From an optimization exercise on the open Yosys and OpenROAD flow, aimed at small area, a short achievable clock period and few clock cycles per item; shortcuts taken in it are not production practice.
In this exercise RTL edits were held to simulation tests only and were not proved equivalent to the original.

## flow/design.v (module list and top-level ports; edited modules follow where they fit)
// module add_pos_a: 20 lines
// module add_pos_b: 17 lines
// module add_norm: 9 lines
// module exp_booth: 21 lines
// module mul_fin: 14 lines
// module mul_pp: 919 lines
// module div_lane: 63 lines
// module fp_div_r4: 94 lines
// module exp_prep: 22 lines
// module exp_pick: 26 lines
// module exp_const: 25 lines
// module softmax: 250 lines
module softmax #(
    parameter N  = 8,
    parameter NS = 12,                
    parameter L  = 4                  
) (
    input  wire        clk,
    input  wire        rst_n,
    input  wire        in_valid,
    input  wire [31:0] in_data,
    output wire        in_ready,
    output wire        out_valid,
    output wire [31:0] out_data,
    output wire        out_last
);
  // ...
==> flow/flow/run.sh <==
#!/bin/bash
# The standard layout (standard.sh), with ORFS's repair_timing asked for a
# larger setup margin so that it also works on paths that already meet the
# clock period. The SDC (clock period and I/O delays) is the design's.
set -e
export SETUP_SLACK_MARGIN=${MARGIN:-11.8}
bash standard.sh > standard.log 2>&1
==> flow/standard.sh <==
#!/bin/bash
# synth_recipe.tcl (not shown) runs the flow's synth.tcl, then flattens the netlist and writes it again
# the make line also repeats each setting of config.mk as NAME=value (left out here)
make -C /OpenROAD-flow-scripts/flow DESIGN_CONFIG=/design/flow/config.mk WORK_HOME=/design/flow/orfs CLKGATE_MAP_FILE= SYNTH_SCRIPT=/design/flow/synth_recipe.tcl "${@:-finish}"
==> flow/config.mk <==
export PLATFORM = sky130hd
export DESIGN_NAME = softmax
export DESIGN_NICKNAME = softmax
export VERILOG_FILES = /design/flow/design.v
export SDC_FILE = /design/flow/constraint.sdc
export NUM_CORES = 4
export LEC_CHECK = 0
export CAP_MARGIN = 20
export CORE_MARGIN = 2
export CORE_UTILIZATION = 40
export SLEW_MARGIN = 20
==> flow/constraint.sdc <==
create_clock -name core_clock -period 16.0 [get_ports {clk}]
set_input_delay 3.2000 -clock core_clock [delete_from_list [all_inputs] [get_ports {clk}]]
set_output_delay 3.2000 -clock core_clock [all_outputs]
set_load 0.01 [all_outputs]
==> impl_metrics.env, run 1 <==
export IMPL_status="complete, no violations"
export IMPL_ctsRootBufferMaster="clkbuf_16"
export IMPL_antenna_found_initial=12
export IMPL_cts_resized=304
export IMPL_top_regs="ebuf: 372 flops, u_div.ln.u.b3: 104 flops, u_div.ln.u.r: 100 flops"
export IMPL_syn_to_final_growth_pct=14.0
export IMPL_holdBufCountCts=0
export IMPL_drt_iter0_drc=6457
export IMPL_largest_class="multi-input combinational cells"
export IMPL_crit_buf_inv=1
export IMPL_met2_usage_pct=39.6
export IMPL_fin_worst_skew_ns=0.0471
export IMPL_cp_max_fo=2
export IMPL_whs_ns=0.323
export IMPL_die_w_um=490
export IMPL_routed_wl_um=297000
export IMPL_path_cells="buf_6"
export IMPL_worstSetupPathType="flop to output port"
export IMPL_highest_layer="met5"
export IMPL_ant_nets=0
export IMPL_post_cts_buffers=65
export IMPL_fin_util_pct=45.9
export IMPL_placed_cell_area_um2=98800
export IMPL_cts_tree="yes"
export IMPL_use_met1_pct=30.7
export IMPL_multi_input_cells=6581
export IMPL_fin_nets=10200
export IMPL_multi_input_area_um2=53400
export IMPL_min_path_cells=0
export IMPL_seq_area_um2=38600
export IMPL_design_area_um2=108000
export IMPL_synth_compound_area_share_pct=16.5
export IMPL_grt_pass1_vias=73300
export IMPL_layout_common_cells="nand2_1 (747), edfxtp_1 (732), inv_1 (662)"
Testbench counts, summed over its fixed seeds: cycles 5,190, vectors 192.
==> module softmax, before the edit <==
module softmax #(
    parameter N  = 8,
    parameter NS = 12,                
    parameter L  = 4                  
) (
    input  wire        clk,
    input  wire        rst_n,
    input  wire        in_valid,
    input  wire [31:0] in_data,
    output wire        in_ready,
    output wire        out_valid,
    output wire [31:0] out_data,
    output wire        out_last
);
    localparam EMPTY = 2'd0, MUL = 2'd1, LAST = 2'd2, DONE = 2'd3;
    function automatic [3:0] inc(input [3:0] v);
        inc = (v == NS - 1) ? 4'd0 : v + 4'd1;
    endfunction
    reg        x0_full, xa_full, x1_full;
    reg [31:0] x0;
    reg [10:0] xa_w;
    reg [3:0]  xa_lc;
    reg        xa_neg;
    reg [3:0]  x1_c1, x1_c2;
    reg [10:0] x1_w;
    reg [3:0]  x1_lc;
    reg        x1_neg;
    reg [3:0]  ei;                    
    wire [10:0] w0, w1, w2;
    wire [3:0]  lc0, lc1, lc2, c1, c2;
    wire        neg0;
    exp_prep u_prep (.x(x0), .w(w0), .lc(lc0), .neg(neg0));
    exp_pick u_pk1 (.w(xa_w), .lc(xa_lc), .neg(xa_neg), .c(c1), .w_n(w1), .lc_n(lc1));
    exp_pick u_pk2 (.w(w1), .lc(lc1), .neg(xa_neg), .c(c2), .w_n(w2), .lc_n(lc2));
    reg [30:0] a1;                    
    reg [11:0] bn1, bo1, bt1;         
    reg [7:0]  be1;                   
    reg [10:0] w1x;
    reg [3:0]  lc1x;
    reg        neg1x;
    reg [3:0]  id1;                   
    reg [1:0]  st1;                   
    reg [47:0] m_s, m_c;
    reg [7:0]  m_e0;
    reg        m_z;
    reg [30:0] h2;                    
    reg [3:0]  sc2;                   
    reg [10:0] w2x;
    reg [3:0]  lc2x;
    reg        neg2x;
    reg [3:0]  id2;
    reg [1:0]  st2;                   
    reg [30:0]  ebuf [0:NS-1];
    reg [NS-1:0] full;                
    reg [NS-1:0] nf;                  
    reg        wq_v;                  
    reg [3:0]  wq_i;
    reg [30:0] wq;
    reg [3:0]  sp;                    
    reg        se_v;                  
    reg [30:0] se;
    reg        sb;                    
    reg [23:0] sx, sy;
    reg [7:0]  sec;
    reg [23:0] acc_z;                 
    reg [7:0]  acc_e;                 
    reg [4:0]  acc_lz;
    reg [2:0]  scnt;                  
    reg        pending;               
    reg [30:0] s_div;                 
    reg [3:0]  rp;                    
    reg [3:0]  rd_cnt;                
    reg [L-1:0] lane;                 
    wire [3:0]  pc, plc;
    wire [10:0] pw;
    exp_pick u_pk3 (.w(w1x), .lc(lc1x), .neg(neg1x), .c(pc), .w_n(pw), .lc_n(plc));
    wire [47:0] s_nx, c_nx;
    mul_pp u_pp (.a({1'b1, a1[22:0]}), .neg(bn1), .one(bo1), .two(bt1), .s(s_nx), .c(c_nx));
    wire [7:0]  e0_nx = a1[30:23] + be1 - 8'd127;
    wire        z_nx  = (a1[30:23] == 8'd0);
    wire [30:0] prd;
    mul_fin u_mf (.s(m_s), .c(m_c), .e0(m_e0), .z(m_z), .r(prd));
    wire        fin2 = (st2 == LAST) || (st2 == DONE);
    wire [30:0] v2   = (st2 == DONE) ? h2 : prd;
    wire [11:0] bn_s, bo_s, bt_s, bn_x, bo_x, bt_x;
    wire [7:0]  be_s, be_x;
    exp_booth u_bs (.c(sc2), .neg(bn_s), .one(bo_s), .two(bt_s), .e(be_s));
    exp_booth u_bx (.c(x1_c2), .neg(bn_x), .one(bo_x), .two(bt_x), .e(be_x));
    wire [30:0] d_c1;
    exp_const u_d1 (.c(x1_c1), .d(d_c1));
    wire x1_blk = ((st1 != EMPTY) && (id1 == ei)) || ((st2 != EMPTY) && (id2 == ei));
    wire x1_ok  = x1_full && !x1_blk;
    wire x1_big = (x1_c2 != 4'd0);
    wire g_p   = fin2 && !full[id2];
    wire g_x   = x1_ok && !x1_big && !full[ei] && !g_p;
    wire       wsel = g_p || g_x;
    wire [3:0] widx = g_p ? id2 : ei;
    wire fr1   = (st2 == EMPTY) || g_p;
    wire ld    = x1_ok && x1_big && fr1;
    wire x1_go = ld || g_x;
    wire xa_go = xa_full && (!x1_full || x1_go);
    wire x0_go = x0_full && (!xa_full || xa_go);
    reg  rdy;                         
    assign in_ready = rdy;
    wire take  = in_valid && rdy;
    wire        sa_go = se_v && !sb && !pending;
    wire        fetch = nf[sp] && (!se_v || sa_go);
    wire [30:0] s_cur;
    add_norm u_sn (.z(acc_z), .en(acc_e), .lz(acc_lz), .s(s_cur));
    wire [23:0] sx_nx, sy_nx;
    wire [7:0]  sec_nx;
    add_pos_a u_sa (.a(se), .b(s_cur), .x(sx_nx), .y(sy_nx), .ec(sec_nx));
    wire [23:0] sz_nx;
    wire [4:0]  slz_nx;
    wire [7:0]  sen_nx;
    add_pos_b u_sb (.x(sx), .y(sy), .ec(sec), .z(sz_nx), .lz(slz_nx), .en(sen_nx));
    wire [L-1:0] dv_ready;
    wire        dv_go   = !rd_cnt[3] && |(dv_ready & lane);
    wire        handoff = pending && rd_cnt[3];
    wire [30:0] a_rd = ebuf[rp];
    wire [30:0] dv_out;
    fp_div_r4 #(.L(L)) u_div (
        .clk(clk), .rst_n(rst_n),
        .start(dv_go ? lane : {L{1'b0}}),
        .ma(a_rd[22:0]),
        .mb(s_div[22:0]),
        .mb3({2'b00, 1'b1, s_div[22:0]} + {1'b0, 1'b1, s_div[22:0], 1'b0}),
        .ediff(a_rd[30:23] - s_div[30:23]),
        .last_in(rd_cnt[2:0] == 3'd7),
        .ready(dv_ready),
        .out_valid(out_valid),
        .out_data(dv_out),
        .out_last(out_last)
    );
    assign out_data = {1'b0, dv_out};
    integer k;
    always @(posedge clk or negedge rst_n) begin
        if (!rst_n) begin
            x0_full <= 1'b0;
            xa_full <= 1'b0;
            rdy     <= 1'b1;
            x1_full <= 1'b0;
            ei      <= 4'd0;
            st1     <= EMPTY;
            st2     <= EMPTY;
            full    <= {NS{1'b0}};
            nf      <= {NS{1'b0}};
            wq_v    <= 1'b0;
            sp      <= 4'd0;
            se_v    <= 1'b0;
            sb      <= 1'b0;
            scnt    <= 3'd0;
            pending <= 1'b0;
            rp      <= 4'd0;
            rd_cnt  <= 4'd8;
            lane    <= {{(L-1){1'b0}}, 1'b1};
            acc_z   <= 24'h800000;
            acc_e   <= 8'd0;
            acc_lz  <= 5'd0;
        end else begin
            x0_full <= take || (x0_full && !x0_go);
            xa_full <= x0_go || (xa_full && !xa_go);
            rdy     <= !(take || (x0_full && !x0_go)) || !(x0_go || (xa_full && !xa_go));
            x1_full <= xa_go || (x1_full && !x1_go);
            if (x1_go) ei <= inc(ei);
            st2 <= (st1 == MUL) ? ((pc == 4'd0) ? LAST : MUL) : st1;
            st1 <= (st2 == MUL) ? MUL : (fin2 && !g_p) ? DONE : ld ? MUL : EMPTY;
            wq_v <= wsel;
            for (k = 0; k < NS; k = k + 1) begin
                if (wsel && widx == k)       full[k] <= 1'b1;
                if (dv_go && rp == k)        full[k] <= 1'b0;
                if (wq_v && wq_i == k)       nf[k]   <= 1'b1;
                if (fetch && sp == k)        nf[k]   <= 1'b0;
            end
            if (fetch) begin
                sp   <= inc(sp);
                se_v <= 1'b1;
            end else if (sa_go) begin
                se_v <= 1'b0;
            end
            sb <= sa_go;
            if (sb) begin
                acc_z  <= sz_nx;
                acc_e  <= sen_nx;
                acc_lz <= slz_nx;
                scnt   <= scnt + 3'd1;
                if (scnt == N - 1) pending <= 1'b1;
            end
            if (handoff) begin
                pending <= 1'b0;
                rd_cnt  <= 4'd0;
                acc_z   <= 24'h800000;
                acc_e   <= 8'd0;
                acc_lz  <= 5'd0;
            end else if (dv_go) begin
                rd_cnt <= rd_cnt + 4'd1;
                rp     <= inc(rp);
                lane   <= {lane[L-2:0], lane[L-1]};
            end
        end
    end
    always @(posedge clk) begin
        if (take)
            x0 <= in_data;
        if (x0_go) begin
            xa_w   <= w0;
            xa_lc  <= lc0;
            xa_neg <= neg0;
        end
        if (xa_go) begin
            x1_c1  <= c1;
            x1_c2  <= c2;
            x1_w   <= w2;
            x1_lc  <= lc2;
            x1_neg <= xa_neg;
        end
        m_s   <= s_nx;
        m_c   <= c_nx;
        m_e0  <= e0_nx;
        m_z   <= z_nx;
        h2    <= a1;
        sc2   <= pc;
        w2x   <= pw;
        lc2x  <= plc;
        neg2x <= neg1x;
        id2   <= id1;
        if (st2 == MUL) begin
            a1 <= prd; bn1 <= bn_s; bo1 <= bo_s; bt1 <= bt_s; be1 <= be_s;
            w1x <= w2x; lc1x <= lc2x; neg1x <= neg2x; id1 <= id2;
        end else if (fin2 && !g_p) begin
            a1 <= v2; id1 <= id2;
            bn1 <= bn_x; bo1 <= bo_x; bt1 <= bt_x; be1 <= be_x;
            w1x <= x1_w; lc1x <= x1_lc; neg1x <= x1_neg;
        end else begin
            a1 <= d_c1; bn1 <= bn_x; bo1 <= bo_x; bt1 <= bt_x; be1 <= be_x;
            w1x <= x1_w; lc1x <= x1_lc; neg1x <= x1_neg; id1 <= ei;
        end
        wq   <= g_p ? v2 : (x1_c1 == 4'd0) ? 31'h3f800000 : d_c1;
        wq_i <= widx;
        if (wq_v)
            ebuf[wq_i] <= wq;
        if (fetch)
            se <= ebuf[sp];
        sx  <= sx_nx;
        sy  <= sy_nx;
        sec <= sec_nx;
        if (handoff)
            s_div <= s_cur;
    end
endmodule
==> run 2, diff against run 1 <==
--- a/flow/design.v
+++ b/flow/design.v
@@ -1228,10 +1228,105 @@
         endcase
     end
 endmodule
+module exp_pair (
+    input  wire [3:0]  c1,
+    input  wire [3:0]  c2,
+    output reg  [30:0] v
+);
+    wire [30:0] d1;
+    exp_const u1 (.c(c1), .d(d1));
+    wire [7:0]  k = {c1, c2};
+    wire [30:0] pr =
+        ({31{k == 8'h12}} & 31'h50c55bfe) |
+        ({31{k == 8'h13}} & 31'h4de75844) |
+        ({31{k == 8'h14}} & 31'h4c7a7911) |
+        ({31{k == 8'h15}} & 31'h4bb849a4) |
+        ({31{k == 8'h16}} & 31'h4b5f8d5f) |
+        ({31{k == 8'h17}} & 31'h4b2e1a48) |
+        ({31{k == 8'h18}} & 31'h4b19a522) |
+        ({31{k == 8'h19}} & 31'h4b105610) |
+        ({31{k == 8'h1a}} & 31'h4b0be53a) |
+        ({31{k == 8'h1b}} & 31'h4b09b9fe) |
+        ({31{k == 8'h1d}} & 31'h4aef515a) |
+        ({31{k == 8'h1e}} & 31'h4afec0a1) |
+        ({31{k == 8'h1f}} & 31'h4b036b69) |
+        ({31{k == 8'h23}} & 31'h481ef0b2) |
+        ({31{k == 8'h24}} & 31'h46ac14ee) |
+        ({31{k == 8'h25}} & 31'h45fd38ab) |
+        ({31{k == 8'h26}} & 31'h45999626) |
+        ({31{k == 8'h27}} & 31'h456f3a03) |
+        ({31{k == 8'h28}} & 31'h45531de2) |
+        ({31{k == 8'h29}} & 31'h45465369) |
+        ({31{k == 8'h2a}} & 31'h45403957) |
+        ({31{k == 8'h2b}} & 31'h453d3e6b) |
+        ({31{k == 8'h2d}} & 31'h45246afa) |
+        ({31{k == 8'h2e}} & 31'h452f059d) |
+        ({31{k == 8'h2f}} & 31'h453493e5) |
+        ({31{k == 8'h34}} & 31'h43c9b6e2) |
+        ({31{k == 8'h35}} & 31'h431469c4) |
+        ({31{k == 8'h36}} & 31'h42b408c4) |
+        ({31{k == 8'h37}} & 31'h428c35f8) |
+        ({31{k == 8'h38}} & 31'h427778a2) |
+        ({31{k == 8'h39}} & 31'h42687a4b) |
+        ({31{k == 8'h3a}} & 31'h4261533a) |
+        ({31{k == 8'h3b}} & 31'h425dd4ee) |
+        ({31{k == 8'h3d}} & 31'h4240bb14) |
+        ({31{k == 8'h3e}} & 31'h424d292d) |
+        ({31{k == 8'h3f}} & 31'h4253ac61) |
+        ({31{k == 8'h45}} & 31'h41a0af2d) |
+        ({31{k == 8'h46}} & 31'h4142eb7e) |
+        ({31{k == 8'h47}} & 31'h4117cdc4) |
+        ({31{k == 8'h48}} & 31'h4105f763) |
+        ({31{k == 8'h49}} & 31'h40fbb312) |
+        ({31{k == 8'h4a}} & 31'h40f3f49d) |
+        ({31{k == 8'h4b}} & 31'h40f02c5f) |
+        ({31{k == 8'h4d}} & 31'h40d0aa8c) |
+        ({31{k == 8'h4e}} & 31'h40de1fc0) |
+        ({31{k == 8'h4f}} & 31'h40e52ccc) |
+        ({31{k == 8'h56}} & 31'h408f69fe) |
+        ({31{k == 8'h57}} & 31'h405f61c7) |
+        ({31{k == 8'h58}} & 31'h40452245) |
+        ({31{k == 8'h59}} & 31'h403930ad) |
+        ({31{k == 8'h5a}} & 31'h40337e10) |
+        ({31{k == 8'h5b}} & 31'h4030b5ab) |
+        ({31{k == 8'h5d}} & 31'h4019872b) |
+        ({31{k == 8'h5e}} & 31'h40236e02) |
+        ({31{k == 8'h5f}} & 31'h40289e16) |
+        ({31{k == 8'h67}} & 31'h40077ced) |
+        ({31{k == 8'h68}} & 31'h3fef22ae) |
+        ({31{k == 8'h69}} & 31'h3fe0a5a1) |
+        ({31{k == 8'h6a}} & 31'h3fd9bc3e) |
+        ({31{k == 8'h6b}} & 31'h3fd65c11) |
+        ({31{k == 8'h6d}} & 31'h3fba3d28) |
+        ({31{k == 8'h6e}} & 31'h3fc64011) |
+        ({31{k == 8'h6f}} & 31'h3fcc8b1c) |
+        ({31{k == 8'h78}} & 31'h3fba3d28) |
+        ({31{k == 8'h79}} & 31'h3faef48c) |
+        ({31{k == 8'h7a}} & 31'h3fa9928c) |
+        ({31{k == 8'h7b}} & 31'h3fa6f187) |
+        ({31{k == 8'h89}} & 31'h3f9a65c0) |
+        ({31{k == 8'h8a}} & 31'h3f95a5ac) |
+        ({31{k == 8'h8b}} & 31'h3f9353bc) |
+        ({31{k == 8'h9a}} & 31'h3f8c949b) |
+        ({31{k == 8'h9b}} & 31'h3f8a66a7) |
+        ({31{k == 8'hab}} & 31'h3f862491) |
+        ({31{k == 8'hcd}} & 31'h3f2ff230) |
+        ({31{k == 8'hce}} & 31'h3f3b4b29) |
+        ({31{k == 8'hcf}} & 31'h3f413d2a) |
+        ({31{k == 8'hde}} & 31'h3f543b40) |
+        ({31{k == 8'hdf}} & 31'h3f5af7e8) |
+        ({31{k == 8'hef}} & 31'h3f691734) |
+        ({31{k == 8'hff}} & 31'h3f707d5f);
+    always @(*) begin
+        if (c1 == 4'd0)      v = 31'h3f800000;
+        else if (c2 == 4'd0) v = d1;
+        else                 v = pr;
+    end
+endmodule
 module softmax #(
     parameter N  = 8,
-    parameter NS = 12,                
-    parameter L  = 4                  
+    parameter NS = 16,                
+    parameter L  = 5                  
 ) (
     input  wire        clk,
     input  wire        rst_n,
@@ -1251,17 +1346,18 @@
     reg [10:0] xa_w;
     reg [3:0]  xa_lc;
     reg        xa_neg;
-    reg [3:0]  x1_c1, x1_c2;
+    reg [3:0]  x1_c1, x1_c2, x1_c3;
     reg [10:0] x1_w;
     reg [3:0]  x1_lc;
     reg        x1_neg;
     reg [3:0]  ei;                    
-    wire [10:0] w0, w1, w2;
-    wire [3:0]  lc0, lc1, lc2, c1, c2;
+    wire [10:0] w0, w1, w2, w3;
+    wire [3:0]  lc0, lc1, lc2, lc3, c1, c2, c3;
     wire        neg0;
     exp_prep u_prep (.x(x0), .w(w0), .lc(lc0), .neg(neg0));
     exp_pick u_pk1 (.w(xa_w), .lc(xa_lc), .neg(xa_neg), .c(c1), .w_n(w1), .lc_n(lc1));
     exp_pick u_pk2 (.w(w1), .lc(lc1), .neg(xa_neg), .c(c2), .w_n(w2), .lc_n(lc2));
+    exp_pick u_pk4 (.w(w2), .lc(lc2), .neg(xa_neg), .c(c3), .w_n(w3), .lc_n(lc3));
     reg [30:0] a1;                    
     reg [11:0] bn1, bo1, bt1;         
     reg [7:0]  be1;                   
@@ -1315,12 +1411,12 @@
     wire [11:0] bn_s, bo_s, bt_s, bn_x, bo_x, bt_x;
     wire [7:0]  be_s, be_x;
     exp_booth u_bs (.c(sc2), .neg(bn_s), .one(bo_s), .two(bt_s), .e(be_s));
-    exp_booth u_bx (.c(x1_c2), .neg(bn_x), .one(bo_x), .two(bt_x), .e(be_x));
-    wire [30:0] d_c1;
-    exp_const u_d1 (.c(x1_c1), .d(d_c1));
+    exp_booth u_bx (.c(x1_c3), .neg(bn_x), .one(bo_x), .two(bt_x), .e(be_x));
+    wire [30:0] pv;
+    exp_pair u_pv (.c1(x1_c1), .c2(x1_c2), .v(pv));
     wire x1_blk = ((st1 != EMPTY) && (id1 == ei)) || ((st2 != EMPTY) && (id2 == ei));
     wire x1_ok  = x1_full && !x1_blk;
-    wire x1_big = (x1_c2 != 4'd0);
+    wire x1_big = (x1_c3 != 4'd0);
     wire g_p   = fin2 && !full[id2];
     wire g_x   = x1_ok && !x1_big && !full[ei] && !g_p;
     wire       wsel = g_p || g_x;
@@ -1330,9 +1426,9 @@
     wire x1_go = ld || g_x;
     wire xa_go = xa_full && (!x1_full || x1_go);
     wire x0_go = x0_full && (!xa_full || xa_go);
-    reg  rdy;                         
-    assign in_ready = rdy;
-    wire take  = in_valid && rdy;
+    reg  nrdy;                        
+    assign in_ready = !nrdy;
+    wire take  = in_valid && !nrdy;
     wire        sa_go = se_v && !sb && !pending;
     wire        fetch = nf[sp] && (!se_v || sa_go);
     wire [30:0] s_cur;
@@ -1368,7 +1464,7 @@
         if (!rst_n) begin
             x0_full <= 1'b0;
             xa_full <= 1'b0;
-            rdy     <= 1'b1;
+            nrdy    <= 1'b0;
             x1_full <= 1'b0;
             ei      <= 4'd0;
             st1     <= EMPTY;
@@ -1390,7 +1486,7 @@
         end else begin
             x0_full <= take || (x0_full && !x0_go);
             xa_full <= x0_go || (xa_full && !xa_go);
-            rdy     <= !(take || (x0_full && !x0_go)) || !(x0_go || (xa_full && !xa_go));
+            nrdy    <= (take || (x0_full && !x0_go)) && (x0_go || (xa_full && !xa_go));
             x1_full <= xa_go || (x1_full && !x1_go);
             if (x1_go) ei <= inc(ei);
             st2 <= (st1 == MUL) ? ((pc == 4'd0) ? LAST : MUL) : st1;
@@ -1440,8 +1536,9 @@
         if (xa_go) begin
             x1_c1  <= c1;
             x1_c2  <= c2;
-            x1_w   <= w2;
-            x1_lc  <= lc2;
+            x1_c3  <= c3;
+            x1_w   <= w3;
+            x1_lc  <= lc3;
             x1_neg <= xa_neg;
         end
         m_s   <= s_nx;
@@ -1462,10 +1559,10 @@
             bn1 <= bn_x; bo1 <= bo_x; bt1 <= bt_x; be1 <= be_x;
             w1x <= x1_w; lc1x <= x1_lc; neg1x <= x1_neg;
         end else begin
-            a1 <= d_c1; bn1 <= bn_x; bo1 <= bo_x; bt1 <= bt_x; be1 <= be_x;
+            a1 <= pv; bn1 <= bn_x; bo1 <= bo_x; bt1 <= bt_x; be1 <= be_x;
             w1x <= x1_w; lc1x <= x1_lc; neg1x <= x1_neg; id1 <= ei;
         end
-        wq   <= g_p ? v2 : (x1_c1 == 4'd0) ? 31'h3f800000 : d_c1;
+        wq   <= g_p ? v2 : pv;
         wq_i <= widx;
         if (wq_v)
             ebuf[wq_i] <= wq;
==> flow/flow/run.sh (replaced) <==
#!/bin/bash
# The standard layout (standard.sh), with ORFS's repair_timing asked for a
# larger setup margin so that it also works on paths that already meet the
# clock period. The SDC (clock period and I/O delays) is the design's.
set -e
export SETUP_SLACK_MARGIN=${MARGIN:-11.5}
bash standard.sh > standard.log 2>&1
==> impl_metrics.env, run 2 <==
export IMPL_ant_nets=0
export IMPL_setup_viol=0
export IMPL_clk_latency_ns=0.90
export IMPL_reg2regPathDepth=20
export IMPL_portBuffers=67
export IMPL_dr_pass1_iters=9
export IMPL_required_ns=16.75
export IMPL_syn_to_final_growth_pct=11.6
export IMPL_synth_edff_count=916
export IMPL_ys_warn_count=8
export IMPL_ys_top_cells_by_area="edfxtp_1 (24%), dfxtp_1 (13%), mux4_2 (6.7%)"
export IMPL_yosys_area_top_type="edfxtp_1"
export IMPL_min_from="u_div.g_m[2]"
export IMPL_drt_iter0_drc=9231
export IMPL_netlist_area_um2=113000
export IMPL_max_slew_worst_pin_slew_ns=1.16
export IMPL_dpl_hpwl_um=267000
export IMPL_async_flop_share_pct=6.31
export IMPL_die_w_um=535
export IMPL_core_area_um2=280000
export IMPL_routed_wl_um=379000
export IMPL_ctsRootBufferMaster="clkbuf_16"
export IMPL_n_fill_cell=26100
export IMPL_met2_usage_pct=43.3
export IMPL_gr_total_overflow=0
export IMPL_vias=90100
export IMPL_synth_commonest_cells="edfxtp_1 (916), nand2_1 (850), nor2_1 (776), dfxtp_1 (747), inv_1 (733)"
export IMPL_numCtsBuffers=200
export IMPL_layout_drive_gt1_share_pct=12.5
export IMPL_grt_max_degree=96
export IMPL_top_regs="ebuf: 496 flops, u_div.ln.u.b3: 130 flops, u_div.ln.u.r: 125 flops"
export IMPL_syn_area_per_cell_um2=10.2
export IMPL_h_tree_depth=4
export IMPL_yosysSeqAreaShare_pct=40.2
export IMPL_synth_most_common_cell="edfxtp_1"
export IMPL_start_util_pct=40.3
export IMPL_fin_worst_skew_ns=0.0676
export IMPL_cp_end_kind="flop"
export IMPL_setup_tns_final_ns=0
export IMPL_max_freq_ghz=0.211
export IMPL_ys_seq_elements=1775
export IMPL_period_minus_slack_ns=4.73
export IMPL_layout_common_cells="edfxtp_1 (916), nand2_1 (842), nor2_1 (756)"
export IMPL_antenna_found_initial=9
export IMPL_cap_viol_max_count=0
export IMPL_largest_reg_flops=496
export IMPL_cts_path_max_buffers=4
export IMPL_grt_pass1_vias=89500
export IMPL_arrival_ns=5.48
export IMPL_synth_top_area_share_pct=24.4
export IMPL_path_clk_slew_ns=0.06
export IMPL_gp_congestion=0.946
export IMPL_regMostFlops="ebuf"
export IMPL_min_path_cells=0
export IMPL_rrSetupSlack_ns=11.27
export IMPL_relSlewSlack_pct=22.1
export IMPL_rsz0062_at_grt="yes"
export IMPL_placed_cell_area_um2=118000
export IMPL_period_share_pct=29.6
export IMPL_final_max_slew_viol_count=0
export IMPL_seq_area_um2=45300
export IMPL_via_per_inst=6.03
export IMPL_cp_max_fo=3
export IMPL_fin_nets=11900
export IMPL_start_kind="flop"
export IMPL_hold_path_class="flop to flop"
export IMPL_multi_input_area_um2=63200
export IMPL_whs_endpoint="u_div.out_data[2]"
export IMPL_cts_tree="yes"
export IMPL_holdBufCountCts=0
export IMPL_status="complete, no violations"
export IMPL_hold_violations=0
export IMPL_track_usage_pct=25.8
export IMPL_design_area_um2=126000
export IMPL_use_met1_pct=32.6
export IMPL_grt_pass1_wl_um=567000
export IMPL_worstSetupPathType="flop to flop"
export IMPL_syn_inst=11100
export IMPL_ys_flop_type="edfxtp_1"
export IMPL_rows=194
export IMPL_avgRoutedWirePerCell_um=25.4
export IMPL_dieArea_um2=286000
export IMPL_reg2reg_from="sy[1]"
export IMPL_grtUsageMet3_pct=3.90
export IMPL_num_io_pins=70
export IMPL_die_h_um=535
export IMPL_drc=0
export IMPL_final_common_cell="edfxtp_1"
export IMPL_regToRegEndpoint="acc_e[7]"
export IMPL_synth_cell_types=112
export IMPL_grt_busiest_layer="met2"
export IMPL_clock_sinks=1775
-- run 2: area by class of cell --
| class | instances | share of cell area, % |
|---|---|---|
| timing repair buffer | 376 | 2.42 |
| antenna | 6 | 0.0119 |
| sequential | 1775 | 36.1 |
| inverter | 751 | 2.26 |
| clock inverter | 100 | 0.883 |
| tap | 3724 | 3.71 |
| clock buffer | 263 | 4.39 |
| multi-input combinational | 7954 | 50.3 |
-- run 2: kinds of logic (layout without fill, tap and decap cells) --
logic type                 after synthesis  after routing  share of synthesized area [%]
and+or+nand+nor                       2829           2830                           11.8
DFF                                   1775           1775                           40.2
xor gates and xnor gates               679            679                           5.28
adders and majority gates              857            857                           11.3
buffers and inverters                 1368           1490                           4.62
AOI/OAI and AO/OA                     2962           2962                           17.4
muxes                                  623            623                           9.37
other                                    1              9                        0.00333
-- run 2: worst max path at each step --
stage | start | end | slack [ns] | cells past startpoint
2_1_floorplan | in_valid | x0[0] | 11.50 | 1
3_3_place_gp | u_div.ln[1].u.b3[0] | u_div.f_q[0] | 10.12 | 12
3_5_place_dp | u_div.ln[4].u.b3[0] | u_div.f_r[5] | 10.83 | 13
4_1_cts | nrdy | in_ready | 11.22 | 2
5_1_grt | sy[1] | acc_e[7] | 11.09 | 22
6_report | sy[1] | acc_e[7] | 11.27 | 20
-- run 2: worst max-delay path: stages (launching register included) --
cell,delay [ns]
dfxtp_2,0.34
ha_4,0.23
a21o_1,0.16
a211o_1,0.28
a21bo_2,0.23
and4_4,0.19
o2111a_2,0.28
or3_4,0.41
a31oi_4,0.22
xnor2_2,0.15
buf_4,0.14
a211oi_2,0.03
o311ai_2,0.30
nand2_1,0.14
ha_1,0.29
a21o_1,0.18
a21o_1,0.17
a21o_1,0.19
a2111o_1,0.37
xor2_1,0.18
a211oi_2,0.17
-- run 2: layer usage --
metal / up-vias / routed length, um
li1: 40700 / -
met1: 44600 / 152000
met2: 3865 / 181000
met3: 996 / 25700
met4: 2 / 21000
met5: - / 12
-- run 2: what timing repair did --
action                                  4_1_cts  5_1_grt
gates resized for setup                     206      137
pin swaps                                    26       39
buffers inserted                             27       45
endpoints found under the setup margin      209      193
cloned                                        1        1
-- run 2: metrics by stage --
step	instances	setup slack, ns	hold WS, ns	utilization (%)
2_1_floorplan	11100	11.50	0.310	-
5_1_grt	14900	11.09	0.329	44.9
3_3_place_gp	14500	10.12	0.313	42.1
3_5_place_dp	14500	10.83	0.312	42.1
6_report	14900	11.27	0.323	44.9
4_1_cts	14900	11.22	0.326	44.6
Testbench counts of run 2, summed over its fixed seeds: cycles 4,123, vectors 192.
==> run 3, diff against run 2 <==
--- a/flow/config.mk
+++ b/flow/config.mk
@@ -7,5 +7,6 @@
 export LEC_CHECK = 0
 export CAP_MARGIN = 20
 export CORE_MARGIN = 2
-export CORE_UTILIZATION = 40
+export CORE_UTILIZATION = 55
+export PLACE_DENSITY = 0.65
 export SLEW_MARGIN = 20
==> impl_metrics.env, run 3 <==
export IMPL_gr_total_overflow=0
export IMPL_gp_congestion=1.15
export IMPL_status="complete, no violations"
export IMPL_h_tree_depth=4
export IMPL_period_share_pct=29.4
export IMPL_regMostFlops="ebuf"
export IMPL_max_freq_ghz=0.212
export IMPL_required_ns=12.80
export IMPL_rrSetupSlack_ns=11.30
export IMPL_syn_to_final_growth_pct=10.8
export IMPL_vias=92500
export IMPL_path_clk_slew_ns=0.06
export IMPL_ys_top_cells_by_area="edfxtp_1 (24%), dfxtp_1 (13%), mux4_2 (6.7%)"
export IMPL_synth_commonest_cells="edfxtp_1 (916), nand2_1 (850), nor2_1 (776), dfxtp_1 (747), inv_1 (733)"
export IMPL_synth_top_area_share_pct=24.4
export IMPL_grt_max_degree=75
export IMPL_largest_reg_flops=496
export IMPL_dpl_hpwl_um=296000
export IMPL_cpPeakStageDelay_ns=0.45
export IMPL_syn_area_per_cell_um2=10.2
export IMPL_min_from="u_div.g_m[18]"
export IMPL_final_max_slew_viol_count=0
export IMPL_track_usage_pct=38.5
export IMPL_relSlewSlack_pct=14.5
export IMPL_rows=166
export IMPL_start_util_pct=55.2
export IMPL_antenna_found_initial=43
export IMPL_layout_drive_gt1_share_pct=12.7
export IMPL_rsz0062_at_grt="yes"
export IMPL_ctsRootBufferMaster="clkbuf_16"
export IMPL_reg2regPathDepth=22
export IMPL_avgRoutedWirePerCell_um=29.5
export IMPL_async_flop_share_pct=6.31
export IMPL_final_common_cell="edfxtp_1"
export IMPL_die_h_um=457
export IMPL_arrival_ns=1.51
export IMPL_regToRegEndpoint="acc_e[6]"
export IMPL_worstSetupPathType="flop to output port"
export IMPL_start_kind="flop"
export IMPL_ys_seq_elements=1775
export IMPL_clock_sinks=1775
export IMPL_dr_pass1_iters=7
export IMPL_fin_worst_skew_ns=0.0949
export IMPL_whs_ns=0.322
export IMPL_setup_viol=0
export IMPL_syn_inst=11100
export IMPL_synth_compound_area_share_pct=17.4
export IMPL_hold_path_class="flop to flop"
export IMPL_fin_nets=11900
export IMPL_cp_end_kind="output port"
export IMPL_yosys_area_top_type="edfxtp_1"
export IMPL_max_slew_worst_pin_slew_ns=1.28
export IMPL_synth_cell_types=112
export IMPL_grt_pass1_wl_um=597000
export IMPL_clk_latency_ns=0.91
export IMPL_drc=0
export IMPL_ys_flop_type="edfxtp_1"
export IMPL_setup_tns_final_ns=0
export IMPL_pre_cts_ws_ns=10.67
export IMPL_crit_buf_inv=2
export IMPL_period_minus_slack_ns=4.71
export IMPL_whs_endpoint="u_div.out_data[18]"
export IMPL_dieArea_um2=208000
export IMPL_synth_edff_count=916
export IMPL_cts_path_max_buffers=3
export IMPL_cap_viol_max_count=0
export IMPL_routed_wl_um=411000
export IMPL_hold_violations=0
export IMPL_fin_util_pct=61.1
export IMPL_reg2reg_from="sx[1]"
export IMPL_yosys_area_share_simple_pct=11.8
export IMPL_min_path_cells=0
export IMPL_n_fill_cell=16900
export IMPL_ys_warn_count=8
export IMPL_grt_pass1_vias=89300
export IMPL_num_io_pins=70
export IMPL_path_cells="inv_2 -> buf_6"
export IMPL_top_regs="ebuf: 496 flops, u_div.ln.u.b3: 130 flops, u_div.ln.u.r: 125 flops"
export IMPL_ant_nets=0
export IMPL_layout_common_cells="edfxtp_1 (916), nand2_1 (842), nor2_1 (749)"
export IMPL_synth_most_common_cell="edfxtp_1"
export IMPL_critPathLaunch="nrdy"
export IMPL_netlist_area_um2=113000
export IMPL_cp_top_family="flip-flops"
export IMPL_yosysSeqAreaShare_pct=40.2
export IMPL_die_w_um=457
export IMPL_synth_mux_area_fraction_pct=9.37
export IMPL_synth_xor_area_share_pct=5.28
export IMPL_core_area_um2=204000
export IMPL_drt_iter0_drc=11300
export IMPL_cp_max_fo=2
export IMPL_numCtsBuffers=190
export IMPL_portBuffers=67
export IMPL_synth_top_family_by_area="compound AO/OA/AOI/OAI gates"
export IMPL_synthAdderAreaFrac_pct=11.3
export IMPL_setup_slack_ns=11.29
export IMPL_crit_slowest_cell="dfrtp_2"
export IMPL_cts_tree="yes"
export IMPL_via_per_inst=6.64
==> run 3: logic make-up after synthesis <==
logic type,count (synthesis)
compound gates,2962
simple gates,2829
mux,623
fa+ha+maj,857
buf+inv,1368
other cells,1
xor+xnor,679
flops,1775
==> run 3: area by class of cell <==
class	instances	area [um^2]	area share, %
well taps	2688	3360	2.70
multi-input cells	7956	63400	50.8
clock buffers	269	5440	4.36
repair buffers	373	3100	2.49
clock inverters	92	1200	0.965
inverters	751	2840	2.27
flip-flops and latches	1775	45300	36.3
diodes	31	77.6	0.0622
==> run 3: worst max-delay path by stage <==
stage                    end  cells after the start
3_3_place_gp   u_div.f_r[14]                     13
6_report            in_ready                      2
3_5_place_dp   u_div.f_r[14]                     13
2_1_floorplan          x0[0]                      1
4_1_cts             in_ready                      2
5_1_grt             acc_e[7]                     20
==> run 3: metal layers <==
metal / GRT usage [%] / vias up / part of all wire (%)
li1: - / 40700 / -
met1: 48.2 / 45600 / 37
met2: 59.8 / 5035 / 45
met3: 7.90 / 1213 / 9.4
met4: 27.0 / 22 / 8.1
met5: 0 / - / 0.036
==> run 3: worst register-to-register path, delay by kind of cell (launching register included) <==
family                     cells  cell delay, ns
xor gates and xnor gates       2            0.18
buffers and inverters          2            0.27
and+or+nand+nor                6            1.07
DFF                            1            0.34
adders and majority gates      2            0.56
AOI/OAI and AO/OA             10            2.13
==> run 3: through the flow <==
step | instance area [um^2] | std cells
after floorplan | 113000 | 11100
after global placement | 117000 | 13500
after detailed placement | 117000 | 13500
after CTS | 124000 | 13900
after global routing | 125000 | 13900
final | 125000 | 13900
==> run 3: what timing repair did <==
action,in CTS,in global routing
gates resized for setup,235,128
setup endpoints to repair,205,195
hold buffers,0,0
cloned,2,2
pin swaps,32,28
buffers inserted,21,36
==> module add_pos_b, before the edit <==
module add_pos_b (
    input  wire [23:0] x,
    input  wire [23:0] y,
    input  wire [7:0]  ec,
    output wire [23:0] z,
    output reg  [4:0]  lz,            
    output wire [7:0]  en             
);
    assign z  = x + y;
    assign en = ec - {3'd0, lz};
    integer i;
    always @(*) begin
        lz = 5'd24;
        for (i = 0; i < 24; i = i + 1)
            if (z[i]) lz = 5'd23 - i[4:0];
    end
endmodule
==> module add_norm, before the edit <==
module add_norm (
    input  wire [23:0] z,
    input  wire [7:0]  en,
    input  wire [4:0]  lz,
    output wire [30:0] s
);
    wire [23:0] zn = z << lz;
    assign s = {en, zn[22:0]};
endmodule
==> run 4, diff against run 3 <==
--- a/flow/design.v
+++ b/flow/design.v
@@ -21,13 +21,12 @@
 module add_pos_b (
     input  wire [23:0] x,
     input  wire [23:0] y,
-    input  wire [7:0]  ec,
     output wire [23:0] z,
     output reg  [4:0]  lz,            
-    output wire [7:0]  en             
+    output wire [7:0]  nlz            
 );
-    assign z  = x + y;
-    assign en = ec - {3'd0, lz};
+    assign z   = x + y;
+    assign nlz = 8'd0 - {3'd0, lz};
     integer i;
     always @(*) begin
         lz = 5'd24;
@@ -37,12 +36,13 @@
 endmodule
 module add_norm (
     input  wire [23:0] z,
-    input  wire [7:0]  en,
+    input  wire [7:0]  ec,
     input  wire [4:0]  lz,
+    input  wire [7:0]  nlz,           
     output wire [30:0] s
 );
     wire [23:0] zn = z << lz;
-    assign s = {en, zn[22:0]};
+    assign s = {ec + nlz, zn[22:0]};
 endmodule
 module exp_booth (
     input  wire [3:0]  c,
@@ -1389,8 +1389,9 @@
     reg [23:0] sx, sy;
     reg [7:0]  sec;
     reg [23:0] acc_z;                 
-    reg [7:0]  acc_e;                 
-    reg [4:0]  acc_lz;
+    reg [7:0]  acc_e;
+    reg [4:0]  acc_lz;                
+    reg [7:0]  acc_nlz;               
     reg [2:0]  scnt;                  
     reg        pending;               
     reg [30:0] s_div;                 
@@ -1432,14 +1433,14 @@
     wire        sa_go = se_v && !sb && !pending;
     wire        fetch = nf[sp] && (!se_v || sa_go);
     wire [30:0] s_cur;
-    add_norm u_sn (.z(acc_z), .en(acc_e), .lz(acc_lz), .s(s_cur));
+    add_norm u_sn (.z(acc_z), .ec(acc_e), .lz(acc_lz), .nlz(acc_nlz), .s(s_cur));
     wire [23:0] sx_nx, sy_nx;
     wire [7:0]  sec_nx;
     add_pos_a u_sa (.a(se), .b(s_cur), .x(sx_nx), .y(sy_nx), .ec(sec_nx));
     wire [23:0] sz_nx;
     wire [4:0]  slz_nx;
-    wire [7:0]  sen_nx;
-    add_pos_b u_sb (.x(sx), .y(sy), .ec(sec), .z(sz_nx), .lz(slz_nx), .en(sen_nx));
+    wire [7:0]  snlz_nx;
+    add_pos_b u_sb (.x(sx), .y(sy), .z(sz_nx), .lz(slz_nx), .nlz(snlz_nx));
     wire [L-1:0] dv_ready;
     wire        dv_go   = !rd_cnt[3] && |(dv_ready & lane);
     wire        handoff = pending && rd_cnt[3];
@@ -1483,6 +1484,7 @@
             acc_z   <= 24'h800000;
             acc_e   <= 8'd0;
             acc_lz  <= 5'd0;
+            acc_nlz <= 8'd0;
         end else begin
             x0_full <= take || (x0_full && !x0_go);
             xa_full <= x0_go || (xa_full && !xa_go);
@@ -1506,9 +1508,10 @@
             end
             sb <= sa_go;
             if (sb) begin
-                acc_z  <= sz_nx;
-                acc_e  <= sen_nx;
-                acc_lz <= slz_nx;
+                acc_z   <= sz_nx;
+                acc_e   <= sec;
+                acc_lz  <= slz_nx;
+                acc_nlz <= snlz_nx;
                 scnt   <= scnt + 3'd1;
                 if (scnt == N - 1) pending <= 1'b1;
             end
@@ -1518,6 +1521,7 @@
                 acc_z   <= 24'h800000;
                 acc_e   <= 8'd0;
                 acc_lz  <= 5'd0;
+                acc_nlz <= 8'd0;
             end else if (dv_go) begin
                 rd_cnt <= rd_cnt + 4'd1;
                 rp     <= inc(rp);
--- a/flow/config.mk
+++ b/flow/config.mk
@@ -7,6 +7,5 @@
 export LEC_CHECK = 0
 export CAP_MARGIN = 20
 export CORE_MARGIN = 2
-export CORE_UTILIZATION = 55
-export PLACE_DENSITY = 0.65
+export CORE_UTILIZATION = 40
 export SLEW_MARGIN = 20
==> impl_metrics.env, run 4 <==
export IMPL_status="complete, no violations"
export IMPL_yosysSeqAreaShare_pct=39.6
export IMPL_syn_to_final_growth_pct=11.6
export IMPL_cts_path_max_buffers=4
export IMPL_netlist_area_um2=115000
export IMPL_via_per_inst=6.14
export IMPL_syn_area_per_cell_um2=10.1
export IMPL_synth_top_area_share_pct=24.0
export IMPL_antenna_found_initial=22
export IMPL_hold_violations=0
export IMPL_max_slew_worst_pin_slew_ns=1.18
export IMPL_synth_commonest_cells="nand2_1 (940), edfxtp_1 (916), nor2_1 (786), a21oi_1 (776), inv_1 (754)"
export IMPL_cp_max_fo=1
export IMPL_track_usage_pct=27.3
export IMPL_crit_slowest_cell="dfrtp_2"
export IMPL_fin_worst_skew_ns=0.0854
export IMPL_dpl_hpwl_um=291000
export IMPL_ant_nets=0
export IMPL_critPathLaunch="u_div.out_valid"
export IMPL_layout_drive_gt1_share_pct=12.4
export IMPL_ys_seq_elements=1780
export IMPL_reg2regPathDepth=12
export IMPL_num_io_pins=70
export IMPL_setup_viol=0
export IMPL_vias=93800
export IMPL_fin_nets=12200
export IMPL_place_inst=14800
export IMPL_portBuffers=67
export IMPL_synth_cell_types=103
export IMPL_period_minus_slack_ns=4.71
export IMPL_path_cells="buf_6"
export IMPL_setup_tns_final_ns=0
export IMPL_ys_flop_type="edfxtp_1"
export IMPL_grt_max_degree=104
export IMPL_final_common_cell="nand2_1"
export IMPL_hold_path_class="flop to flop"
export IMPL_drc=0
export IMPL_start_kind="flop"
export IMPL_arrival_ns=1.51
export IMPL_h_tree_depth=4
export IMPL_cp_top_family="flip-flops"
export IMPL_relSlewSlack_pct=19.4
export IMPL_layout_common_cells="nand2_1 (923), edfxtp_1 (916), nor2_1 (764)"
export IMPL_rsz0062_at_grt="yes"
export IMPL_n_fill_cell=26700
export IMPL_worstSetupPathType="flop to output port"
export IMPL_final_max_slew_viol_count=0
export IMPL_cp_end_kind="output port"
export IMPL_period_share_pct=29.4
export IMPL_avgRoutedWirePerCell_um=26.9
export IMPL_cpPeakStageDelay_ns=0.45
export IMPL_grt_pass1_vias=92700
export IMPL_gp_congestion=1.03
export IMPL_numCtsBuffers=205
export IMPL_regMostFlops="ebuf"
export IMPL_ctsRootBufferMaster="clkbuf_16"
export IMPL_ys_top_cells_by_area="edfxtp_1 (24%), dfxtp_1 (13%), mux4_2 (6.8%)"
export IMPL_cap_viol_max_count=0
export IMPL_yosys_area_top_type="edfxtp_1"
export IMPL_drt_iter0_drc=9313
export IMPL_dr_pass1_iters=9
export IMPL_rrSetupSlack_ns=11.48
export IMPL_clk_latency_ns=0.92
export IMPL_top_regs="ebuf: 496 flops, u_div.ln.u.b3: 130 flops, u_div.ln.u.r: 125 flops"
export IMPL_cp_endpoint="out_valid"
export IMPL_regToRegEndpoint="a1[23]"
export IMPL_path_depth=1
export IMPL_die_h_um=539
export IMPL_ys_warn_count=8
export IMPL_synth_edff_count=916
export IMPL_async_flop_share_pct=6.57
export IMPL_syn_inst=11400
export IMPL_die_w_um=539
export IMPL_cts_tree="yes"
export IMPL_max_freq_ghz=0.212
export IMPL_path_clk_slew_ns=0.06
export IMPL_gr_total_overflow=0
export IMPL_start_util_pct=40.2
export IMPL_crit_buf_inv=1
export IMPL_routed_wl_um=411000
export IMPL_reg2reg_from="x1_c2[0]"
export IMPL_required_ns=12.80
export IMPL_clock_sinks=1780
export IMPL_core_area_um2=285000
export IMPL_dieArea_um2=291000
export IMPL_stdcell_count=15300
export IMPL_holdBufCountCts=0
export IMPL_rows=196
export IMPL_largest_reg_flops=496
export IMPL_synth_most_common_cell="nand2_1"
export IMPL_grt_pass1_wl_um=603000
[run 4: cell count changes in the layout (fill, tap and decap cells not counted), moves of 19 or more]
cell,change
nor3_1,-27
mux2i_1,-24
diode_2,-25
nand3_1,-27
a21oi_1,+58
xnor2_1,+20
o211ai_1,+33
a22oi_1,+22
a21o_1,+19
nand2_1,+81
[run 4: repair_timing]
| item | 4_1_cts | 5_1_grt |
|---|---|---|
| endpoints found under the setup margin | 280 | 236 |
| hold endpoints to repair | 0 | 0 |
| buffers inserted | 10 | 44 |
| pin swaps | 9 | 37 |
| resized for setup | 231 | 167 |
| gates cloned | 2 | 1 |
[run 4: final cells by class]
type	count	area (um^2)	share of cell area, %
diodes	6	15.0	0.0117
repair buffers	367	3060	2.39
clock inverters	115	1150	0.899
inverters	766	2890	2.26
well taps	3762	4710	3.68
multi-input cells	8199	65000	50.8
flip-flops and latches	1780	45400	35.5
clock buffers	265	5590	4.37
[run 4: kinds of logic (layout without fill, tap and decap cells)]
group / count (synthesis) / after routing / synth area share (%)
other: 1 / 9 / 0.00327
buffers and inverters: 1417 / 1513 / 4.69
adders and majority gates: 858 / 858 / 11.2
AOI/OAI and AO/OA: 3132 / 3132 / 18.1
xor gates and xnor gates: 708 / 708 / 5.43
and+or+nand+nor: 2889 / 2889 / 11.8
muxes: 609 / 609 / 9.21
DFF: 1780 / 1780 / 39.6
[run 4: worst min-delay path by stage]
| stage | start | end | cells after the start |
|---|---|---|---|
| 3_3_place_gp | u_div.g_m[5] | u_div.out_data[5] | 0 |
| 6_report | u_div.g_m[18] | u_div.out_data[18] | 0 |
| 2_1_floorplan | u_div.f_last | u_div.g_last | 0 |
| 4_1_cts | u_div.g_m[14] | u_div.out_data[14] | 0 |
| 5_1_grt | u_div.g_m[1] | u_div.out_data[1] | 0 |
| 3_5_place_dp | u_div.g_m[14] | u_div.out_data[14] | 0 |
[run 4: stage by stage]
step | hold slack, ns | cell area [um^2] | worst slack, ns | utilization, %
floorplan | 0.310 | 115000 | 11.53 | -
global placement | 0.312 | 120000 | 10.68 | 42.0
detailed placement | 0.312 | 120000 | 10.71 | 42.0
CTS | 0.327 | 127000 | 11.18 | 44.5
global route | 0.328 | 128000 | 11.25 | 44.9
finish | 0.323 | 128000 | 11.29 | 44.9
[run 4: metal layers]
metal  up-vias  GRT usage (%)  share of wire, %
met5         -              0             0.022
met1     46300           33.5                38
met2      4514           44.9                47
met3      1195           4.31               7.8
met4        12           17.1               7.2
li1      41700              -                 -
Testbench counts of run 4, summed over its fixed seeds: cycles 4,123, vectors 192.
==> run 5, diff against run 4 <==
--- a/flow/design.v
+++ b/flow/design.v
@@ -1427,8 +1427,9 @@
     wire x1_go = ld || g_x;
     wire xa_go = xa_full && (!x1_full || x1_go);
     wire x0_go = x0_full && (!xa_full || xa_go);
-    reg  nrdy;                        
-    assign in_ready = !nrdy;
+    reg  nrdy;
+    reg  rdy_o;
+    assign in_ready = rdy_o;
     wire take  = in_valid && !nrdy;
     wire        sa_go = se_v && !sb && !pending;
     wire        fetch = nf[sp] && (!se_v || sa_go);
@@ -1530,6 +1531,7 @@
         end
     end
     always @(posedge clk) begin
+        rdy_o <= !((take || (x0_full && !x0_go)) && (x0_go || (xa_full && !xa_go)));
         if (take)
             x0 <= in_data;
         if (x0_go) begin
==> impl_metrics.env, run 5 <==
export IMPL_syn_area_per_cell_um2=10.1
export IMPL_die_w_um=537
export IMPL_setup_tns_final_ns=0
export IMPL_hold_path_class="flop to flop"
export IMPL_status="complete, no violations"
export IMPL_synth_edff_count=916
export IMPL_rows=195
export IMPL_cts_tree="yes"
export IMPL_via_per_inst=6.11
export IMPL_routed_wl_um=420000
export IMPL_min_from="u_div.g_m[21]"
export IMPL_cp_max_fo=1
export IMPL_relSlewSlack_pct=24.0
export IMPL_layout_common_cells="edfxtp_1 (916), nand2_1 (854), nor2_1 (790)"
export IMPL_max_freq_ghz=0.213
export IMPL_cap_viol_max_count=0
export IMPL_ctsRootBufferMaster="clkbuf_16"
export IMPL_gp_congestion=0.980
export IMPL_synth_most_common_cell="edfxtp_1"
export IMPL_arrival_ns=1.49
export IMPL_final_common_cell="edfxtp_1"
export IMPL_period_share_pct=29.3
export IMPL_holdBufCountCts=0
export IMPL_num_io_pins=70
export IMPL_ys_warn_count=8
export IMPL_rsz0062_at_grt="yes"
export IMPL_synth_top_area_share_pct=24.2
export IMPL_fin_worst_skew_ns=0.0825
export IMPL_design_area_um2=129000
export IMPL_avgRoutedWirePerCell_um=27.6
export IMPL_antenna_found_initial=36
export IMPL_clock_sinks=1781
export IMPL_cts_path_max_buffers=4
export IMPL_worstSetupPathType="flop to output port"
export IMPL_layout_drive_gt1_share_pct=13.8
export IMPL_cp_top_family="flip-flops"
export IMPL_clk_latency_ns=0.92
export IMPL_grt_pass1_wl_um=613000
export IMPL_reg2reg_from="acc_lz[0]"
export IMPL_die_h_um=537
export IMPL_max_slew_worst_pin_slew_ns=1.14
export IMPL_vias=92900
export IMPL_final_max_slew_viol_count=0
export IMPL_gr_total_overflow=0
export IMPL_yosys_area_top_type="edfxtp_1"
export IMPL_synth_commonest_cells="edfxtp_1 (916), nand2_1 (904), nor2_1 (818), a21oi_1 (785), inv_1 (757)"
export IMPL_synth_cell_types=109
export IMPL_fin_nets=12200
export IMPL_ys_seq_elements=1781
export IMPL_start_kind="flop"
export IMPL_syn_to_final_growth_pct=13.2
export IMPL_reg2regPathDepth=25
export IMPL_ys_top_cells_by_area="edfxtp_1 (24%), dfxtp_1 (13%), mux4_2 (6.8%)"
export IMPL_path_depth=1
export IMPL_async_flop_share_pct=6.57
export IMPL_ys_flop_type="edfxtp_1"
export IMPL_dieArea_um2=289000
export IMPL_start_util_pct=40.3
export IMPL_drt_iter0_drc=9681
export IMPL_fin_util_pct=45.6
export IMPL_cp_endpoint="out_valid"
export IMPL_h_tree_depth=4
export IMPL_path_clk_slew_ns=0.06
export IMPL_regToRegEndpoint="sy[7]"
export IMPL_top_regs="ebuf: 496 flops, u_div.ln.u.b3: 130 flops, u_div.ln.u.r: 125 flops"
export IMPL_placed_cell_area_um2=119000
export IMPL_period_minus_slack_ns=4.69
export IMPL_hold_violations=0
export IMPL_n_fill_cell=26300
export IMPL_setup_viol=0
export IMPL_cp_end_kind="output port"
export IMPL_regMostFlops="ebuf"
export IMPL_critPathLaunch="u_div.out_valid"
export IMPL_ant_nets=0
export IMPL_grt_max_degree=75
export IMPL_portBuffers=67
export IMPL_path_cells="buf_6"
export IMPL_dr_pass1_iters=8
export IMPL_drc=0
export IMPL_dpl_hpwl_um=295000
export IMPL_crit_slowest_cell="dfrtp_2"
export IMPL_multi_input_area_um2=65000
export IMPL_seq_area_um2=45500
export IMPL_largest_reg_flops=496
export IMPL_syn_inst=11300
export IMPL_numCtsBuffers=205
export IMPL_grt_pass1_vias=92400
export IMPL_rrSetupSlack_ns=11.35
export IMPL_cpPeakStageDelay_ns=0.48
export IMPL_yosysSeqAreaShare_pct=39.9
export IMPL_track_usage_pct=28.4
export IMPL_netlist_area_um2=114000
export IMPL_core_area_um2=283000
export IMPL_required_ns=12.80
export IMPL_crit_buf_inv=1
==> run 5: cell count changes after synthesis, moves of 20 or more <==
cell      before  now
nand2_1      940  904
buf_2         27    7
nor2_1       786  818
o211ai_1     140   91
o221ai_1      48   27
xnor2_1      486  462
nor3_1       180  212
==> run 5: timing repair <==
action / 4_1_cts / 5_1_grt
buffers inserted: 49 / 28
cloned: 14 / 1
pin swaps: 40 / 29
setup endpoints to repair: 328 / 248
gates resized for setup: 463 / 164
==> run 5: final cells by class <==
type                            count  area share (%)
Inverter                          767            2.25
Sequential cell                  1781            35.3
Timing Repair inverter              2         0.00972
Multi-Input combinational cell   8135            50.5
Clock inverter                    107           0.951
Antenna cell                       17          0.0330
Clock buffer                      275            4.52
Timing Repair Buffer              394            2.78
Tap cell                         3743            3.64
==> run 5: how the worst min path moves through the flow <==
| stage | slack [ns] | cells past startpoint | end |
|---|---|---|---|
| floorplan | 0.31 | 0 | u_div.g_last |
| global placement | 0.31 | 0 | u_div.out_data[1] |
| detailed placement | 0.32 | 0 | u_div.out_data[16] |
| CTS | 0.33 | 0 | u_div.out_data[1] |
| global route | 0.33 | 0 | u_div.out_data[21] |
| finish | 0.33 | 0 | u_div.out_data[21] |
==> run 5: per-stage QoR <==
step | cells | hold WS [ns] | worst slack [ns]
floorplan | 11300 | 0.310 | 11.51
global placement | 14700 | 0.314 | 9.98
detailed placement | 14700 | 0.315 | 10.06
CTS | 15200 | 0.327 | 11.27
global route | 15200 | 0.329 | 11.13
finish | 15200 | 0.326 | 11.31
==> run 5: cells by family after synthesis <==
group                      count (synthesis)  share of synthesized area (%)
AOI/OAI and AO/OA                       3034                           17.5
xor gates and xnor gates                 692                           5.33
adders and majority gates                858                           11.2
buffers and inverters                   1401                           4.68
DFF                                     1781                           39.9
muxes                                    611                           9.26
other                                      1                        0.00330
and+or+nand+nor                         2934                           12.1
==> run 5: metal layers <==
layer  up-vias  routed length [um]  share of wire [%]  global-route usage (%)
met3      1176               31800                7.6                    4.31
met1     46200              162000                 39                    35.1
met4        16               29200                6.9                    17.0
li1      41400                   -                  -                       -
met2      4175              197000                 47                    47.1
met5         -                 108              0.026                       0
Testbench counts of run 5, summed over its fixed seeds: cycles 4,123, vectors 192.
==> run 6, diff against run 5 <==
==> flow/flow/run.sh (replaced) <==
#!/bin/bash
# The standard layout (standard.sh), with ORFS's repair_timing asked for a
# larger setup margin so that it also works on paths that already meet the
# clock period. The SDC (clock period and I/O delays) is the design's.
set -e
export SETUP_SLACK_MARGIN=${MARGIN:-11.3}
bash standard.sh > standard.log 2>&1
==> impl_metrics.env, run 6 <==
export IMPL_hold_path_class="flop to flop"
export IMPL_ys_flop_type="edfxtp_1"
export IMPL_ant_nets=0
export IMPL_cts_tree="yes"
export IMPL_ctsRootBufferMaster="clkbuf_16"
export IMPL_numCtsBuffers=204
export IMPL_antenna_found_initial=39
export IMPL_crit_buf_inv=1
export IMPL_status="complete, no violations"
export IMPL_avgRoutedWirePerCell_um=25.8
export IMPL_pre_cts_ws_ns=9.68
export IMPL_fin_worst_skew_ns=0.0878
export IMPL_arrival_ns=1.51
export IMPL_cp_end_kind="output port"
export IMPL_drt_iter0_drc=10100
export IMPL_whs_ns=0.325
export IMPL_whs_endpoint="id2[2]"
export IMPL_die_h_um=537
export IMPL_synth_cell_types=109
export IMPL_hold_violations=0
export IMPL_syn_inst=11300
export IMPL_layout_common_cells="edfxtp_1 (916), nand2_1 (881), nor2_1 (797)"
export IMPL_ys_warn_count=8
export IMPL_max_slew_worst_pin_slew_ns=1.16
export IMPL_die_w_um=537
export IMPL_cts_path_max_buffers=4
export IMPL_path_cells="buf_6"
export IMPL_gp_congestion=1.00
export IMPL_top_regs="ebuf: 496 flops, u_div.ln.u.b3: 130 flops, u_div.ln.u.r: 125 flops"
export IMPL_min_from="id1[2]"
export IMPL_gr_total_overflow=0
export IMPL_final_max_slew_viol_count=0
export IMPL_grt_pass1_wl_um=580000
export IMPL_regMostFlops="ebuf"
export IMPL_crit_slowest_cell="dfrtp_2"
export IMPL_min_path_cells=0
export IMPL_portBuffers=67
export IMPL_rows=195
export IMPL_clk_latency_ns=0.92
export IMPL_async_flop_share_pct=6.57
export IMPL_path_depth=1
export IMPL_synth_most_common_cell="edfxtp_1"
export IMPL_relSlewSlack_pct=22.9
export IMPL_dpl_hpwl_um=272000
export IMPL_setup_slack_ns=11.29
export IMPL_synth_top_area_share_pct=24.2
export IMPL_drc=0
export IMPL_ys_seq_elements=1781
export IMPL_core_area_um2=283000
export IMPL_synth_edff_count=916
export IMPL_num_io_pins=70
export IMPL_reg2reg_from="acc_lz[0]"
export IMPL_synth_commonest_cells="edfxtp_1 (916), nand2_1 (904), nor2_1 (818), a21oi_1 (785), inv_1 (757)"
export IMPL_layout_drive_gt1_share_pct=12.2
export IMPL_final_common_cell="edfxtp_1"
export IMPL_start_util_pct=40.3
export IMPL_yosys_area_top_type="edfxtp_1"
export IMPL_fin_util_pct=45.2
export IMPL_yosysSeqAreaShare_pct=39.9
export IMPL_worstSetupPathType="flop to output port"
export IMPL_grt_pass1_vias=89700
export IMPL_setup_tns_final_ns=0
export IMPL_largest_reg_flops=496
export IMPL_ys_top_cells_by_area="edfxtp_1 (24%), dfxtp_1 (13%), mux4_2 (6.8%)"
export IMPL_via_per_inst=6.07
export IMPL_dieArea_um2=289000
export IMPL_regToRegEndpoint="sx[21]"
export IMPL_period_share_pct=29.5
export IMPL_reg2regPathDepth=24
export IMPL_start_kind="flop"
export IMPL_setup_viol=0
export IMPL_routed_wl_um=393000
export IMPL_dr_pass1_iters=7
export IMPL_rrSetupSlack_ns=11.31
export IMPL_cpPeakStageDelay_ns=0.50
export IMPL_clock_sinks=1781
export IMPL_vias=92500
export IMPL_rsz0062_at_grt="yes"
export IMPL_track_usage_pct=26.4
export IMPL_holdBufCountCts=0
export IMPL_cp_max_fo=1
export IMPL_netlist_area_um2=114000
export IMPL_path_clk_slew_ns=0.06
export IMPL_cp_top_family="flip-flops"
export IMPL_syn_area_per_cell_um2=10.1
export IMPL_cap_viol_max_count=0
export IMPL_max_freq_ghz=0.212
export IMPL_required_ns=12.80
export IMPL_period_minus_slack_ns=4.71
export IMPL_h_tree_depth=4
export IMPL_syn_to_final_growth_pct=12.4
export IMPL_fin_nets=12200
export IMPL_grt_max_degree=75
## run 6: worst max path at each step
stage                                from        end  slack [ns]
after floorplan                  acc_e[0]     sy[19]       11.31
after global placement          acc_lz[0]      sy[6]        9.61
after detailed placement        acc_lz[0]     sy[20]        9.68
after CTS                 u_div.out_valid  out_valid       11.25
after global routing            acc_lz[0]     sx[21]       11.07
final                     u_div.out_valid  out_valid       11.29
## run 6: cells by family after synthesis
| group | after synthesis | share of synthesized area, % |
|---|---|---|
| AO/OA/AOI/OAI | 3034 | 17.5 |
| buffers and inverters | 1401 | 4.68 |
| AND/OR/NAND/NOR | 2934 | 12.1 |
| XOR/XNOR | 692 | 5.33 |
| flip-flops | 1781 | 39.9 |
| other | 1 | 0.00330 |
| multiplexers | 611 | 9.26 |
| adder cells (fa/ha/maj) | 858 | 11.2 |
## run 6: repair_timing
item                                    4_1_cts  5_1_grt
gates cloned                                  6        7
buffers inserted                             29       26
endpoints found under the setup margin      235      244
pin swaps                                    18       44
gates resized for setup                     171      141
## run 6: layer usage
metal,global-route usage [%],up-vias,wire length (um)
li1,-,41400,-
met1,35.3,45900,162000
met2,41.6,4287,178000
met3,4.41,906,33300
met4,12.7,14,20400
met5,0,-,91
## run 6: area by class of cell
type	count	area (um^2)
inverter	767	2900
clock inverter	100	1200
timing repair inverter	2	12.5
sequential	1781	45400
antenna	65	163
tap	3743	4680
multi-input combinational	8134	64400
timing repair buffer	373	3270
fill	26400	155000
clock buffer	278	5810
## run 6: stage by stage
stage | instances | cell area (um^2)
after floorplan | 11300 | 114000
after global placement | 14700 | 119000
after detailed placement | 14700 | 119000
after CTS | 15100 | 127000
after global routing | 15200 | 128000
final | 15200 | 128000

-- afterwards: timing with drivers on the ports --
The results above use ideal ports. As a check the final layouts listed here were re-extracted and re-timed, cells and wires unchanged.
Step 1, drivers: a clkbuf_16 drives clk and a buf_2 each remaining input, both assumed.
Step 2 adds t to the input delays and takes it off the output delays; t is the mean of the earliest and latest rising clock arrival at the registers after step 1. Input paths then give back, and output paths get back, about the clock's delay inside the block.
a / b / c = ideal / step 1 / step 2; a / b = the first two.
run	shift t [ns]	setup slack, ns	hold slack, ns
run 1	0.914	11.226 / 11.133 / 11.208	0.323 / 0.323 / 0.323
run 2	0.962	11.266 / 11.209 / 11.266	0.323 / 0.323 / 0.323
run 3	0.958	11.291 / 11.193 / 11.224	0.322 / 0.322 / 0.322
run 4	0.978	11.289 / 11.192 / 11.174	0.323 / 0.323 / 0.323
run 5	0.973	11.308 / 11.212 / 11.331	0.326 / 0.326 / 0.326
run 6	0.981	11.286 / 11.181 / 11.186	0.325 / 0.325 / 0.325
After both steps setup and hold are still met in every run listed. For run 4, which loses most, drivers alone change the setup slack by -0.097 ns; drivers and shift together by -0.115 ns.
